Context: an optimization exercise on an open-source flow, tuned for small area, a short achievable clock period and few clock cycles. The choices shown serve that exercise and are no tape-out recipe.
Function was checked by simulation only, so behaviour that the tests miss may differ from the original.
The clock input has no modelled driver; a real chip could not lean on it and would need a root buffer or a full tree.
Power figures rest on the tool's default switching activity, not on a simulated workload.

## flow/design.v (module list and top-level ports; edited modules follow where they fit)
// module conv2d_3x3_lb: 1229 lines
// module fa3: 10 lines
// module ha2: 9 lines
// module xo2: 7 lines
module conv2d_3x3_lb #(
    parameter MAX_W = 16
)(
    input         clk,
    input         reset,
    input         start,
    input  [7:0]  base_a,
    input  [7:0]  base_b,
    input  [7:0]  base_c,
    input  [4:0]  tile_w,    
    input  [4:0]  tile_h,    
    output reg    busy,
    output reg    done,
    output            a_en,
    output            a_we,          
    output reg  [7:0] a_addr,
    output      [31:0] a_di,         
    input       [31:0] a_dout,
    output            b_en,
    output            b_we,          
    output reg  [7:0] b_addr,
    output      [31:0] b_di,         
    input       [31:0] b_dout,
    output            c_en,
    output            c_we,
    output reg  [7:0] c_addr,
    output reg [31:0] c_di,
    input       [31:0] c_dout        
);
  // ...
==> flow/flow/run.sh <==
#!/bin/bash
# Standard ORFS layout (the standard.sh, unchanged synthesis), with
#  - timing repair aimed well below the clock period (SETUP_SLACK_MARGIN),
#  - plain buffers on the ports instead of delay buffers,
#  - one tie cell for the constant outputs,
#  - a two-level clock tree (see post_cts.tcl).
# Every tool's output is in standard.log and in orfs/logs/.
set -euo pipefail
here=$(pwd)
bash standard.sh \
  SETUP_SLACK_MARGIN=11.3 \
  BUFFER_PORTS_ARGS="-buffer_cell sky130_fd_sc_hd__buf_2" \
  SKIP_REPAIR_TIE_FANOUT=1 \
  CTS_ARGS="-sink_clustering_enable -repair_clock_nets -sink_clustering_size 30 -sink_clustering_max_diameter 150 -dont_use_dummy_load" \
  POST_CTS_TCL="$here/flow/post_cts.tcl" \
  finish > standard.log 2>&1
==> flow/flow/post_cts.tcl <==
set block [ord::get_db_block]
set clk_net [[$block findBTerm clk] getNet]
proc is_clkbuf {inst} {
  return [string match "sky130_fd_sc_hd__clkbuf_*" [[$inst getMaster] getName]]
}
set leaves {}
set uppers {}
foreach inst [$block getInsts] {
  if {![is_clkbuf $inst]} { continue }
  set out [[$inst findITerm X] getNet]
  set in [[$inst findITerm A] getNet]
  if {$out == "NULL" || $in == "NULL"} { continue }
  if {[$out getSigType] != "CLOCK"} { continue }
  set drives_buf 0
  foreach it [$out getITerms] {
    if {[$it isInputSignal] && [is_clkbuf [$it getInst]]} { set drives_buf 1 }
  }
  if {$drives_buf} { lappend uppers $inst } else { lappend leaves $inst }
}
set nl [llength $leaves]
puts "post_cts: [llength $uppers] upper buffers, $nl leaf buffers"
if {$nl >= 2 && [llength $uppers] >= 1 && $nl <= 16} {
  # leaf centres
  set pts {}
  foreach inst $leaves {
    set bb [$inst getBBox]
    lappend pts [list [expr {([$bb xMin] + [$bb xMax]) / 2}] [expr {([$bb yMin] + [$bb yMax]) / 2}]]
  }
  set k [expr {$nl < 4 ? $nl : 4}]
  # k-means, started from leaves spread through the list sorted by angle
  set cen {}
  set sx 0; set sy 0
  foreach p $pts { set sx [expr {$sx + [lindex $p 0]}]; set sy [expr {$sy + [lindex $p 1]}] }
  set mx [expr {$sx / $nl}]; set my [expr {$sy / $nl}]
  set order [lsort -real -indices [lmap p $pts {expr {atan2([lindex $p 1] - $my, [lindex $p 0] - $mx)}}]]
  for {set i 0} {$i < $k} {incr i} {
    lappend cen [lindex $pts [lindex $order [expr {$i * $nl / $k}]]]
  }
  for {set it 0} {$it < 50} {incr it} {
    set asg {}
    foreach p $pts {
      set best 0; set bd 1e30
      for {set i 0} {$i < $k} {incr i} {
        set c [lindex $cen $i]
        set d [expr {abs([lindex $p 0] - [lindex $c 0]) + abs([lindex $p 1] - [lindex $c 1])}]
        if {$d < $bd} { set bd $d; set best $i }
      }
      lappend asg $best
    }
    set new {}
    for {set i 0} {$i < $k} {incr i} {
      set n 0; set ax 0; set ay 0
      foreach p $pts a $asg { if {$a == $i} { incr n; set ax [expr {$ax + [lindex $p 0]}]; set ay [expr {$ay + [lindex $p 1]}] } }
      if {$n > 0} { lappend new [list [expr {$ax / $n}] [expr {$ay / $n}]] } else { lappend new [lindex $cen $i] }
    }
    set cen $new
  }
  set master [[ord::get_db] findMaster sky130_fd_sc_hd__clkbuf_16]
  foreach inst $uppers {
    set out [[$inst findITerm X] getNet]
    odb::dbInst_destroy $inst
    if {[llength [$out getITerms]] == 0} { odb::dbNet_destroy $out }
  }
  for {set i 0} {$i < $k} {incr i} {
    set members {}
    foreach inst $leaves a $asg { if {$a == $i} { lappend members $inst } }
    if {[llength $members] == 0} { continue }
    set b [odb::dbInst_create $block $master "clkbuf_grp_${i}_clk"]
    set c [lindex $cen $i]
    $b setLocation [expr {int([lindex $c 0])}] [expr {int([lindex $c 1])}]
    $b setPlacementStatus PLACED
    set n [odb::dbNet_create $block "clknet_grp_${i}_clk"]
    $n setSigType CLOCK
    [$b findITerm A] connect $clk_net
    [$b findITerm X] connect $n
    foreach inst $members {
      set a [$inst findITerm A]
      $a disconnect
      $a connect $n
    }
    puts "post_cts: group $i: [llength $members] leaf buffers"
  }
  detailed_placement
  estimate_parasitics -placement
  repair_timing_helper
  detailed_placement
  check_placement -verbose
  report_clock_latency
}
==> flow/standard.sh <==
#!/bin/bash
# synth_recipe.tcl (not shown) runs the flow's synth.tcl, then flattens the netlist and writes it again
# the make line also repeats each setting of config.mk as NAME=value (left out here)
make -C /OpenROAD-flow-scripts/flow DESIGN_CONFIG=/design/flow/config.mk WORK_HOME=/design/flow/orfs CLKGATE_MAP_FILE= SYNTH_SCRIPT=/design/flow/synth_recipe.tcl "${@:-finish}"
==> flow/config.mk <==
export PLATFORM = sky130hd
export DESIGN_NAME = conv2d_3x3_lb
export DESIGN_NICKNAME = conv2d_3x3_lb
export VERILOG_FILES = /design/flow/design.v
export SDC_FILE = /design/flow/constraint.sdc
export NUM_CORES = 4
export LEC_CHECK = 0
export CAP_MARGIN = 20
export CORE_MARGIN = 2
export CORE_UTILIZATION = 40
export SLEW_MARGIN = 20
export SYNTH_HIERARCHICAL = 1
export SYNTH_MINIMUM_KEEP_SIZE = 0
==> flow/constraint.sdc <==
create_clock -name core_clock -period 15.0 [get_ports {clk}]
set_input_delay 3.0000 -clock core_clock [delete_from_list [all_inputs] [get_ports {clk}]]
set_output_delay 3.0000 -clock core_clock [all_outputs]
set_load 0.01 [all_outputs]
==> flow_summary_export.csv, run 1 <==
group,metric,value,unit
finish,fill_cells,4183,
drt,finalWirelength,58.2,mm
setup_path,crit_fanout,2,
finish,multiInputGateArea,13500,um^2
floorplan,die-area,48600,um^2
finish,largest_cell_class,"multi-input gates",
synthesis,synth_xor_area_share,17.3,%
floorplan,die_w,221,um
pwr,switchingPower,0.00200,W
setup_path,path_depth,2,
setup_path,r2r-end,"p_c[24]$_DFF_P_",
synthesis,synth_compound_area_share,14.0,%
placement,placed_cell_area,19600,um^2
drt,vias,14043,
drt,top_layer_used,"met5",
outcome,outcome,"no timing/DRC/antenna violations",
placement,dp_slack,10.41,ns
finish,finalInstanceArea,22600,um^2
finish,inverters_excl_clock,33,
synthesis,seq_area_frac_synth,24.5,%
setup_path,cp_top_family,"flip-flops",
finish,top_regs,"A_r x32, c_di x32, p_s x32",
min_path,holdPathStages,0,
setup_path,crit_type,"reg -> out",
drt,drtIter0Drc,1582,
synthesis,ys_top_cells_by_area,"fa_1, dfxtp_1, xnor2_1",
clock_network,cts_sinks,220,
synthesis,synthesis.nets,2220,
sta,worst_pin_slew,0.501,ns
synthesis,yosysTopAreaCell,"fa_1",
finish,comb.multi_input.count,1288,
synthesis,netlist_instances,1759,
finish,n_antenna_cell,3,
synthesis,synth.ff_latch_count,220,
Testbench counts, summed over its fixed seeds: cycles 205,773.
==> inputs of run 2 (changes only) <==
--- a/flow/flow/run.sh
+++ b/flow/flow/run.sh
@@ -8,7 +8,7 @@
 set -euo pipefail
 here=$(pwd)
 bash standard.sh \
-  SETUP_SLACK_MARGIN=11.3 \
+  SETUP_SLACK_MARGIN=11.6 \
   BUFFER_PORTS_ARGS="-buffer_cell sky130_fd_sc_hd__buf_2" \
   SKIP_REPAIR_TIE_FANOUT=1 \
   CTS_ARGS="-sink_clustering_enable -repair_clock_nets -sink_clustering_size 30 -sink_clustering_max_diameter 150 -dont_use_dummy_load" \
==> run 2 against run 1 <==
  * Via count rose by 2.8%
  * Worst hold slack got worse by 0.0070 ns
  * Still clean on timing, DRC and antenna
  * Critical path depth did not move
  * Sequential share of layout area fell by 1.9 points
  * Final area rose by 9.8%
  * Synthesized area did not move
  * Critical endpoint unchanged
  * Flip-flop and latch count did not move
  * Global-route usage rose by 2.2 points
==> flow_summary_export.csv, run 2 <==
group,metric,value,unit
finish,utilization,53.4,%
drt,vias,14443,
setup_path,r2r_cells,10,
sta,finalHoldViolCount,0,
pwr,p_sw_share,42.6,%
sta,finalSetupViolations,0,
finish,layout_common_cells,"xnor2_1, a22oi_1, fa_1, fa_2, a22oi_2",
synthesis,yosysWarningCount,7,
sta,slew-limit-headroom,64.3,%
floorplan,io_pins,261,
placement,place_congestion,0.855,
drt,finalWirelength,61.1,mm
pwr,power_frac_comb,74.3,%
global_route,grt_pass1_wl,91.6,mm
setup_path,crit_type,"reg -> out",
drt,drtIter0Drc,1308,
pwr,switchingPower,0.00216,W
setup_path,crit_fanout,2,
sta,fin_ws,11.08,ns
pwr,internal_power,0.00291,W
sta,skew,0.0477,ns
drt,first_pass_iters,8,
floorplan,die_h,221,um
placement,place_hpwl,35.4,mm
floorplan,die-area,48600,um^2
synthesis,synth_most_common_cell,"xnor2_1",
floorplan,fp-row-count,79,
pwr,p_clk_share,6.3,%
outcome,outcome,"no timing/DRC/antenna violations",
finish,fill_cells,3862,
global_route,grt_max_degree,67,
finish,drive_gt1_share,45.4,%
sta,period_needed,3.92,ns
global_route,antenna_found_initial,2,
drt,via_per_inst,5.70,
drt,antenna_left,0,
sta,fin_crit_sh,26.2,%
synthesis,syn_area,18700,um^2
setup_path,setup.worst_path.end,"busy",
floorplan,start_util,40.4,%
sta,rsz0062_at_grt,"yes",
sta,final_max_slew_viol_count,0,
drt,drc,0,
sta,max_freq,255,MHz
synthesis,seq_area_frac_synth,24.5,%
finish,final_common_cell,"xnor2_1",
sta,worst_pin_slew,0.536,ns
setup_path,required,12.00,ns
clock_network,clk_pin_slew,0.12,ns
finish,area_delta_synth_final,32.4,%
synthesis,netlist_instances,1759,
synthesis,synth_top_area_share,25.8,%
flow_run,max-cap-violations,0,
clock_network,clock_latency,0.32,ns
synthesis,yosysTopAreaCell,"fa_1",
pwr,pwr-share-seq,19.4,%
sta,final.setup.tns,0,ns
synthesis,synthesis.nets,2220,
synthesis,synth_cell_type_count,49,
setup_path,r2r-end,"p_c[24]$_DFF_P_",
synthesis,syn_avg_cell_area,10.7,um^2
pwr,vdd.ir_drop.worst,0.137,mV
finish,n_antenna_cell,0,
synthesis,synthFlopType,"dfxtp_1",
pwr,power.density,204,nW/um^2
synthesis,synth_edf_count,19,
global_route,grt_overflow,0,
finish,nets,2391,
synthesis,synth.ff_latch_count,220,
floorplan,core_area,46500,um^2
min_path,min_path_type,"reg -> reg",
setup_path,setup.worst_path.start_class,"register",
placement,dp_slack,10.41,ns
clock_network,cts_sinks,220,
synthesis,ys_top_cells_by_count,"xnor2_1, a22oi_1, fa_1",
setup_path,startpoint,"busy$_SDFF_PP0_",
min_path,holdPathStages,0,
finish,regArea,4880,um^2
pwr,p_leak,9.55,nW
global_route,grt_pass1_vias,15383,
global_route,grt_util_all_layers,25.0,%
setup_path,regToRegSetupSlack,11.25,ns
floorplan,die_w,221,um
finish,multiInputGateArea,14700,um^2
finish,top_regs,"A_r x32, c_di x32, p_s x32",
setup_path,cp-end-kind,"output port",
synthesis,ys_top_cells_by_area,"fa_1, dfxtp_1, xnor2_1",
placement,portBuffers,162,
setup_path,reg2reg_from,"bone[2]$_DFF_P_",
drt,wl_per_cell,24.1,um
synthesis,async_flop_share,0,%
setup_path,cp_data_arrival_time,0.92,ns
## run 2: changes by cell type in the layout (fill, tap and decap cells not counted), sizes merged
cell / change
bufbuf: -2
diode: -3
clkbuf: -10
buf: +84
nand2: +1
nor2b: +2
## run 2: critical path: stages (launching register included)
cell and delay (ns):
dfxtp_4 0.37, buf_12 0.12, buf_6 0.11
## run 2: cell type report, without the clock buffers
class	instances	share of cell area [%]
multi-input combinational	1291	59.4
buffer	4	0.403
tap	607	3.06
timing repair buffer	370	16.2
sequential	220	19.6
inverter	33	0.499
## run 2: worst min-delay path by stage
stage / from / endpoint / slack, ns
floorplan: f1$_DFF_P_ / f2$_DFF_P_ / 0.31
global placement: f1$_DFF_P_ / f2$_DFF_P_ / 0.31
detailed placement: f2$_DFF_P_ / f3$_DFF_P_ / 0.31
global route: f1$_DFF_P_ / f2$_DFF_P_ / 0.34
finish: f2$_DFF_P_ / f3$_DFF_P_ / 0.33
## run 2: power by group through the flow
stage,clock network [W],logic [W],registers (W)
2_1_floorplan,0,0.00228,0.000959
3_3_place_gp,0,0.00304,0.000978
3_5_place_dp,0,0.00313,0.000981
5_1_grt,0.000355,0.00425,0.00100
6_report,0.000321,0.00377,0.000984
## run 2: Yosys stat by module (local to each module, per instance)
module / flip-flops and latches / times used / area [um^2]
conv2d_3x3_lb: 220 / 1 / 13600
fa3: 0 / 225 / 20.0
ha2: 0 / 31 / 12.5
xo2: 0 / 31 / 8.76
## run 2: routing by layer
metal / wire length [um] / track usage [%] / up-vias / part of all wire, %
li1: - / - / 6212 / -
met1: 24300 / 32.7 / 7204 / 40
met2: 28000 / 39.7 / 824 / 46
met3: 6060 / 6.06 / 199 / 9.9
met4: 2680 / 10.5 / 4 / 4.4
met5: 19 / 0 / - / 0.031
## run 2: stage by stage
stage / hold slack [ns] / area, um^2 / cells / total power (W)
final: 0.335 / 24800 / 2533 / 0.00507
after detailed placement: 0.313 / 19900 / 2342 / 0.00412
after floorplan: 0.310 / 19600 / 1759 / 0.00324
after global placement: 0.315 / 19900 / 2342 / 0.00402
after global routing: 0.341 / 24800 / 2533 / 0.00560
## run 2: cell families (layout without fill, tap and decap cells)
family	count (synthesis)	count (layout)	synth area share, %
xor gates and xnor gates	371	371	17.3
DFF	220	220	24.5
and+or+nand+nor	218	221	5.96
muxes	2	2	0.113
adders and majority gates	328	328	31.6
buffers and inverters	251	415	6.53
other	1	1	0.0200
AOI/OAI and AO/OA	368	368	14.0
==> inputs of run 3 (changes only) <==
--- a/flow/flow/run.sh
+++ b/flow/flow/run.sh
@@ -8,7 +8,7 @@
 set -euo pipefail
 here=$(pwd)
 bash standard.sh \
-  SETUP_SLACK_MARGIN=11.6 \
+  SETUP_SLACK_MARGIN=11 \
   BUFFER_PORTS_ARGS="-buffer_cell sky130_fd_sc_hd__buf_2" \
   SKIP_REPAIR_TIE_FANOUT=1 \
   CTS_ARGS="-sink_clustering_enable -repair_clock_nets -sink_clustering_size 30 -sink_clustering_max_diameter 150 -dont_use_dummy_load" \
==> run 3 against run 2 <==
  * Still clean
  * Power down 14%
  * Final area down 17%
  * Setup slack worse by 0.015 ns
  * Routed wire length down 16%
  * Clock power about the same
  * Sequential share of layout area up 3.4 points
  * Via count down 8.4%
  * First-iteration DRC count down 3.5%
  * Worst hold slack worse by 0.0022 ns
  * Largest cell class unchanged
  * Largest power group unchanged
==> flow_summary_export.csv, run 3 <==
group,metric,value,unit
placement,place_congestion,0.838,
floorplan,die-area,48600,um^2
floorplan,io_pins,261,
synthesis,synth_xor_area_share,17.3,%
finish,nets,2240,
synthesis,synth.ff_latch_count,220,
synthesis,synthAdderAreaFrac,31.6,%
sta,skew,0.0470,ns
sta,slew-limit-headroom,59.4,%
drt,drtIter0Drc,1262,
pwr,p_clk_share,7.3,%
setup_path,setup.worst_path.start_class,"primary input",
synthesis,yosysTopAreaCell,"fa_1",
finish,layout_common_cells,"xnor2_1, a22oi_1, fa_1, buf_2, dfxtp_1",
synthesis,synth_cell_type_count,49,
sta,finalHoldViolCount,0,
finish,drive_gt1_share,18.5,%
drt,via_per_inst,5.55,
clock_network,clk_pin_slew,0.11,ns
setup_path,r2r_cells,9,
setup_path,r2r-end,"p_c[27]$_DFF_P_",
synthesis,yosysWarningCount,7,
finish,area_delta_synth_final,9.30,%
clock_network,clock_latency,0.32,ns
sta,period_needed,3.94,ns
drt,antenna_left,0,
min_path,hold_path_startpoint,"f2$_DFF_P_",
synthesis,syn_avg_cell_area,10.7,um^2
synthesis,synthesis.nets,2220,
global_route,grt_max_degree,67,
global_route,antenna_found_initial,4,
drt,finalWirelength,51.2,mm
synthesis,synth_top_area_share,25.8,%
sta,max_freq,254,MHz
finish,top_regs,"A_r x32, c_di x32, p_s x32",
pwr,power_frac_comb,70.4,%
setup_path,crit_type,"in -> reg",
global_route,grt_overflow,0,
pwr,p_sw_share,43.6,%
pwr,pwr-share-seq,22.3,%
global_route,grt_pass1_wl,80.0,mm
synthesis,synth_most_common_cell,"xnor2_1",
synthesis,synth_top_family_by_area,"adder cells",
synthesis,synth-simple-area-share,5.96,%
flow_run,max-cap-violations,0,
floorplan,die_w,221,um
sta,worst_pin_slew,0.609,ns
drt,wl_per_cell,21.5,um
drt,drc,0,
floorplan,fp-row-count,79,
sta,finalSetupViolations,0,
setup_path,startpoint,"reset",
min_path,holdPathStages,0,
placement,placed_cell_area,19500,um^2
pwr,vdd.ir_drop.worst,0.109,mV
drt,vias,13230,
pwr,p_leak,7.97,nW
clock_network,cts_sinks,220,
floorplan,start_util,40.4,%
synthesis,synth_compound_area_share,14.0,%
setup_path,regToRegSetupSlack,11.07,ns
synthesis,synthFlopType,"dfxtp_1",
finish,finalInstanceArea,20500,um^2
synthesis,synth_edf_count,19,
setup_path,cp-end-kind,"register",
drt,first_pass_iters,6,
sta,fin_crit_sh,26.3,%
placement,place_hpwl,34.7,mm
pwr,power.density,213,nW/um^2
finish,final_common_cell,"xnor2_1",
setup_path,required,14.99,ns
synthesis,ys_top_cells_by_count,"xnor2_1, a22oi_1, fa_1",
synthesis,syn_area,18700,um^2
sta,final.setup.tns,0,ns
floorplan,core_area,46500,um^2
global_route,grt_pass1_vias,14035,
min_path,hold_path_end,"f3$_DFF_P_",
pwr,internal_power,0.00247,W
sta,final_max_slew_viol_count,0,
synthesis,seq_area_frac_synth,24.5,%
pwr,switchingPower,0.00191,W
synthesis,async_flop_share,0,%
setup_path,crit_fanout,9,
setup_path,reg2reg_from,"A_r[4]$_DFF_P_",
sta,rsz0062_at_grt,"no",
min_path,min_path_type,"reg -> reg",
placement,portBuffers,162,
synthesis,ys_top_cells_by_area,"fa_1, dfxtp_1, xnor2_1",
global_route,grt_util_all_layers,21.4,%
synthesis,synthMuxAreaShare,0.113,%
floorplan,die_h,221,um
synthesis,netlist_instances,1759,
outcome,outcome,"no timing/DRC/antenna violations",
setup_path,cp_data_arrival_time,3.92,ns
run 3: power groups by stage:
stage | sequential, W | clock, W | combinational [W]
6_report | 0.000976 | 0.000319 | 0.00308
5_1_grt | 0.000995 | 0.000355 | 0.00358
3_5_place_dp | 0.000973 | 0 | 0.00305
3_3_place_gp | 0.000971 | 0 | 0.00297
2_1_floorplan | 0.000959 | 0 | 0.00221
run 3: cell type report, without the clock buffers:
| cell class | count | area, um^2 |
|---|---|---|
| Tap cell | 607 | 759 |
| Multi-Input combinational cell | 1288 | 13000 |
| Antenna cell | 3 | 7.51 |
| Timing Repair Buffer | 222 | 1600 |
| Sequential cell | 220 | 4730 |
| Inverter | 33 | 124 |
| Buffer | 4 | 100 |
| Fill cell | 4408 | 26000 |
run 3: Yosys stat by module (local to each module, per instance):
module / cells inside / flops+latches
conv2d_3x3_lb: 1472 / 220
xo2: 1 / 0
ha2: 1 / 0
fa3: 1 / 0
run 3: kinds of logic (layout without fill, tap and decap cells):
family / after synthesis / in the layout
xor+xnor: 371 / 371
compound gates: 368 / 368
fa+ha+maj: 328 / 328
buf+inv: 251 / 267
flops: 220 / 220
simple gates: 218 / 218
mux: 2 / 2
other cells: 1 / 4
run 3: worst max path at each step:
stage | endpoint | slack [ns] | cells past startpoint
6_report | oy_left[2]$_DFFE_PP_ | 11.06 | 5
5_1_grt | p_c[28]$_DFF_P_ | 11.00 | 8
3_5_place_dp | oy_left[2]$_DFFE_PP_ | 10.41 | 6
3_3_place_gp | oy_left[2]$_DFFE_PP_ | 10.45 | 6
2_1_floorplan | oy_left[0]$_DFFE_PP_ | 10.70 | 6
run 3: layer usage:
| layer | global-route usage, % | vias to the layer above | share of wire [%] |
|---|---|---|---|
| met5 | 0 | - | 0.025 |
| met1 | 28.8 | 6593 | 42 |
| met3 | 4.25 | 107 | 8.4 |
| met2 | 35.0 | 639 | 47 |
| met4 | 6.49 | 2 | 2.6 |
| li1 | - | 5889 | - |
run 3: critical path, cell delays in order:
cell,delay (ns)
buf_2,0.17
a21oi_4,0.15
and2_4,0.16
a21boi_4,0.17
a21boi_4,0.26
run 3: stage by stage:
| stage | total power [W] | setup slack, ns | hold WS, ns | cells | util, % |
|---|---|---|---|---|---|
| after global placement | 0.00394 | 10.45 | 0.310 | 2346 | 42.1 |
| after global routing | 0.00493 | 11.00 | 0.345 | 2384 | 44.1 |
| final | 0.00437 | 11.06 | 0.333 | 2385 | 44.1 |
| after floorplan | 0.00317 | 10.70 | 0.310 | 1759 | - |
| after detailed placement | 0.00402 | 10.41 | 0.315 | 2346 | 42.1 |
==> inputs of run 4 (changes only) <==
--- a/flow/config.mk
+++ b/flow/config.mk
@@ -7,7 +7,8 @@
 export LEC_CHECK = 0
 export CAP_MARGIN = 20
 export CORE_MARGIN = 2
-export CORE_UTILIZATION = 40
+export CORE_UTILIZATION = 60
+export PLACE_DENSITY = 0.75
 export SLEW_MARGIN = 20
 export SYNTH_HIERARCHICAL = 1
 export SYNTH_MINIMUM_KEEP_SIZE = 0
==> run 4 against run 3 <==
  * Synthesized area did not move
  * Still clean on timing, DRC and antenna
  * Flip-flop and latch count unchanged
  * Clock power hardly changed
  * Via count decreased by 0.99%
  * Largest power group unchanged
==> flow_summary_export.csv, run 4 <==
group,metric,value,unit
outcome,outcome,"no timing/DRC/antenna violations",
synthesis,synth_cell_type_count,49,
synthesis,ys_top_cells_by_area,"fa_1, dfxtp_1, xnor2_1",
sta,final_max_slew_viol_count,0,
setup_path,regToRegSetupSlack,11.11,ns
sta,max_freq,253,MHz
synthesis,syn_avg_cell_area,10.7,um^2
floorplan,core_area,30700,um^2
clock_network,clock_latency,0.33,ns
global_route,grt_pass1_vias,13717,
pwr,power.density,214,nW/um^2
synthesis,netlist_instances,1759,
drt,antenna_left,0,
pwr,vdd.ir_drop.worst,0.149,mV
sta,final.setup.tns,0,ns
synthesis,synth_top_area_share,25.8,%
finish,drive_gt1_share,16.4,%
placement,place_congestion,0.893,
placement,placed_cell_area,19200,um^2
clock_network,cts_sinks,220,
synthesis,synthFlopType,"dfxtp_1",
setup_path,reg2reg_from,"A_r[4]$_DFF_P_",
pwr,p_leak,7.83,nW
drt,drtIter0Drc,1090,
finish,final_common_cell,"xnor2_1",
floorplan,die_w,181,um
global_route,antenna_found_initial,2,
setup_path,cp-end-kind,"register",
finish,multiInputGateArea,13000,um^2
global_route,grt_pass1_wl,72.7,mm
synthesis,yosysWarningCount,7,
drt,vias,13099,
synthesis,syn_area,18700,um^2
drt,first_pass_iters,6,
placement,dp_slack,10.47,ns
global_route,grt_overflow,0,
sta,rsz0062_at_grt,"yes",
synthesis,seq_area_frac_synth,24.5,%
placement,place_hpwl,31.6,mm
sta,finalHoldViolCount,0,
finish,layout_common_cells,"xnor2_1, a22oi_1, fa_1, buf_2, dfxtp_1",
synthesis,synth_edf_count,19,
finish,nets,2226,
sta,skew,0.0546,ns
floorplan,fp-row-count,64,
min_path,hold_path_startpoint,"f2$_DFF_P_",
setup_path,required,14.96,ns
setup_path,crit_type,"in -> reg",
drt,drc,0,
setup_path,cp_data_arrival_time,3.92,ns
sta,finalSetupViolations,0,
min_path,min_path_type,"reg -> reg",
flow_run,max-cap-violations,0,
setup_path,r2r_cells,9,
synthesis,synth_most_common_cell,"xnor2_1",
floorplan,die_h,181,um
finish,top_regs,"A_r x32, c_di x32, p_s x32",
global_route,grt_max_degree,67,
synthesis,synthesis.nets,2220,
sta,slew-limit-headroom,57.4,%
placement,portBuffers,162,
setup_path,r2r-end,"p_c[26]$_DFF_P_",
finish,finalInstanceArea,19900,um^2
sta,fin_ws,11.04,ns
finish,regArea,4690,um^2
clock_network,clk_pin_slew,0.10,ns
finish,fill_cells,2402,
sta,period_needed,3.96,ns
synthesis,async_flop_share,0,%
drt,finalWirelength,45.5,mm
synthesis,ys_top_cells_by_count,"xnor2_1, a22oi_1, fa_1",
sta,fin_crit_sh,26.4,%
drt,wl_per_cell,21.1,um
finish,area_delta_synth_final,5.97,%
min_path,holdPathStages,0,
setup_path,setup.worst_path.start_class,"primary input",
floorplan,io_pins,261,
synthesis,synth.ff_latch_count,220,
floorplan,start_util,61.1,%
synthesis,yosysTopAreaCell,"fa_1",
floorplan,die-area,32700,um^2
global_route,grt_util_all_layers,28.0,%
sta,worst_pin_slew,0.638,ns
drt,via_per_inst,6.07,
setup_path,crit_fanout,5,
min_path,hold_path_end,"f3$_DFF_P_",
run 4: cell count changes in the layout (fill, tap and decap cells not counted), sizes merged:
| cell | delta |
|---|---|
| buf | -14 |
| diode | -1 |
run 4: cells by family (layout without fill, tap and decap cells):
logic type,Yosys count,count (layout),synth area share [%]
compound gates,368,368,14.0
fa+ha+maj,328,328,31.6
other cells,1,3,0.0200
xor+xnor,371,371,17.3
flops,220,220,24.5
mux,2,2,0.113
simple gates,218,218,5.96
buf+inv,251,253,6.53
run 4: worst max-delay path by stage:
stage                                end      startpoint  slack [ns]
global placement    oy_left[0]$_DFFE_PP_           start       10.47
floorplan           oy_left[0]$_DFFE_PP_           start       10.70
detailed placement  oy_left[0]$_DFFE_PP_           start       10.47
finish              oy_left[3]$_DFFE_PP_           start       11.04
global route             p_c[26]$_DFF_P_  A_r[5]$_DFF_P_       10.98
run 4: final cells by class, without the clock buffers:
class,count,share of cell area [%]
multi-input combinational,1288,65.3
sequential,220,23.6
timing repair buffer,208,6.43
tap,396,2.49
inverter,33,0.623
buffer,4,0.504
antenna,2,0.0252
run 4: layer usage:
layer	share of wire, %	track usage (%)	vias up	wire length [um]
met3	9.4	5.52	131	4270
li1	-	-	5853	-
met5	0.026	0	-	12
met2	47	45.7	687	21500
met4	3.5	9.58	2	1610
met1	40	37.4	6426	18100
run 4: where the power goes:
group          switching, W  total (W)  leakage [nW]  internal, W
Combinational       0.00156    0.00297          5.81      0.00141
Sequential         0.000123   0.000969          1.87     0.000846
Clock              0.000172   0.000317         0.148     0.000145
run 4: worst max-delay path, stage by stage:
cell and delay, ns:
buf_8 0.07, nand2b_4 0.06, a21oi_4 0.17, and2_4 0.18
a21boi_4 0.17, a21boi_4 0.27
run 4: per-stage QoR:
stage	power [W]	cells	hold WS (ns)	utilization (%)
3_5_place_dp	0.00394	2130	0.324	62.7
5_1_grt	0.00478	2158	0.362	64.8
3_3_place_gp	0.00383	2130	0.312	62.7
6_report	0.00426	2159	0.349	64.8
2_1_floorplan	0.00317	1759	0.310	-
run 4: modules after synthesis, one instance, submodules excluded:
module,flip-flops and latches,times used,area (um^2)
xo2,0,31,8.76
fa3,0,225,20.0
conv2d_3x3_lb,220,1,13600
ha2,0,31,12.5

==> afterwards: timing with drivers on the ports <==
The flow's constraints put no driver on any port. The routed layouts listed below were extracted and timed again, unchanged, in two steps.
Step 1 sets driving cells, clkbuf_16 on the clock port and buf_2 on the other inputs (assumed; they add their load-dependent delay and slew).
Step 2 moves the port delays by t, midway between the first and last clock arrival at a register: inputs arrive t later, outputs are due t later. That takes back most of the time a late clock gives input paths.
Three values: ideal, step 1, step 2; two values: the first two.
| run | t (ns) | setup WS [ns] | worst setup path after step 2 | worst slew at a driven data input, ns |
|---|---|---|---|---|
| run 1 | 0.422 | 11.090 / 10.970 / 10.793 | input to register | 0.08 |
| run 2 | 0.420 | 11.077 / 10.956 / 10.770 | input to register | 0.07 |
| run 3 | 0.426 | 11.062 / 10.970 / 10.734 | input to register | 0.08 |
| run 4 | 0.403 | 11.042 / 10.988 / 10.694 | input to register | 0.07 |
After both steps setup and hold are still met in every run listed. The setup slack of run 4, which loses most, moves by -0.054 ns with the drivers and by -0.348 ns with both steps.
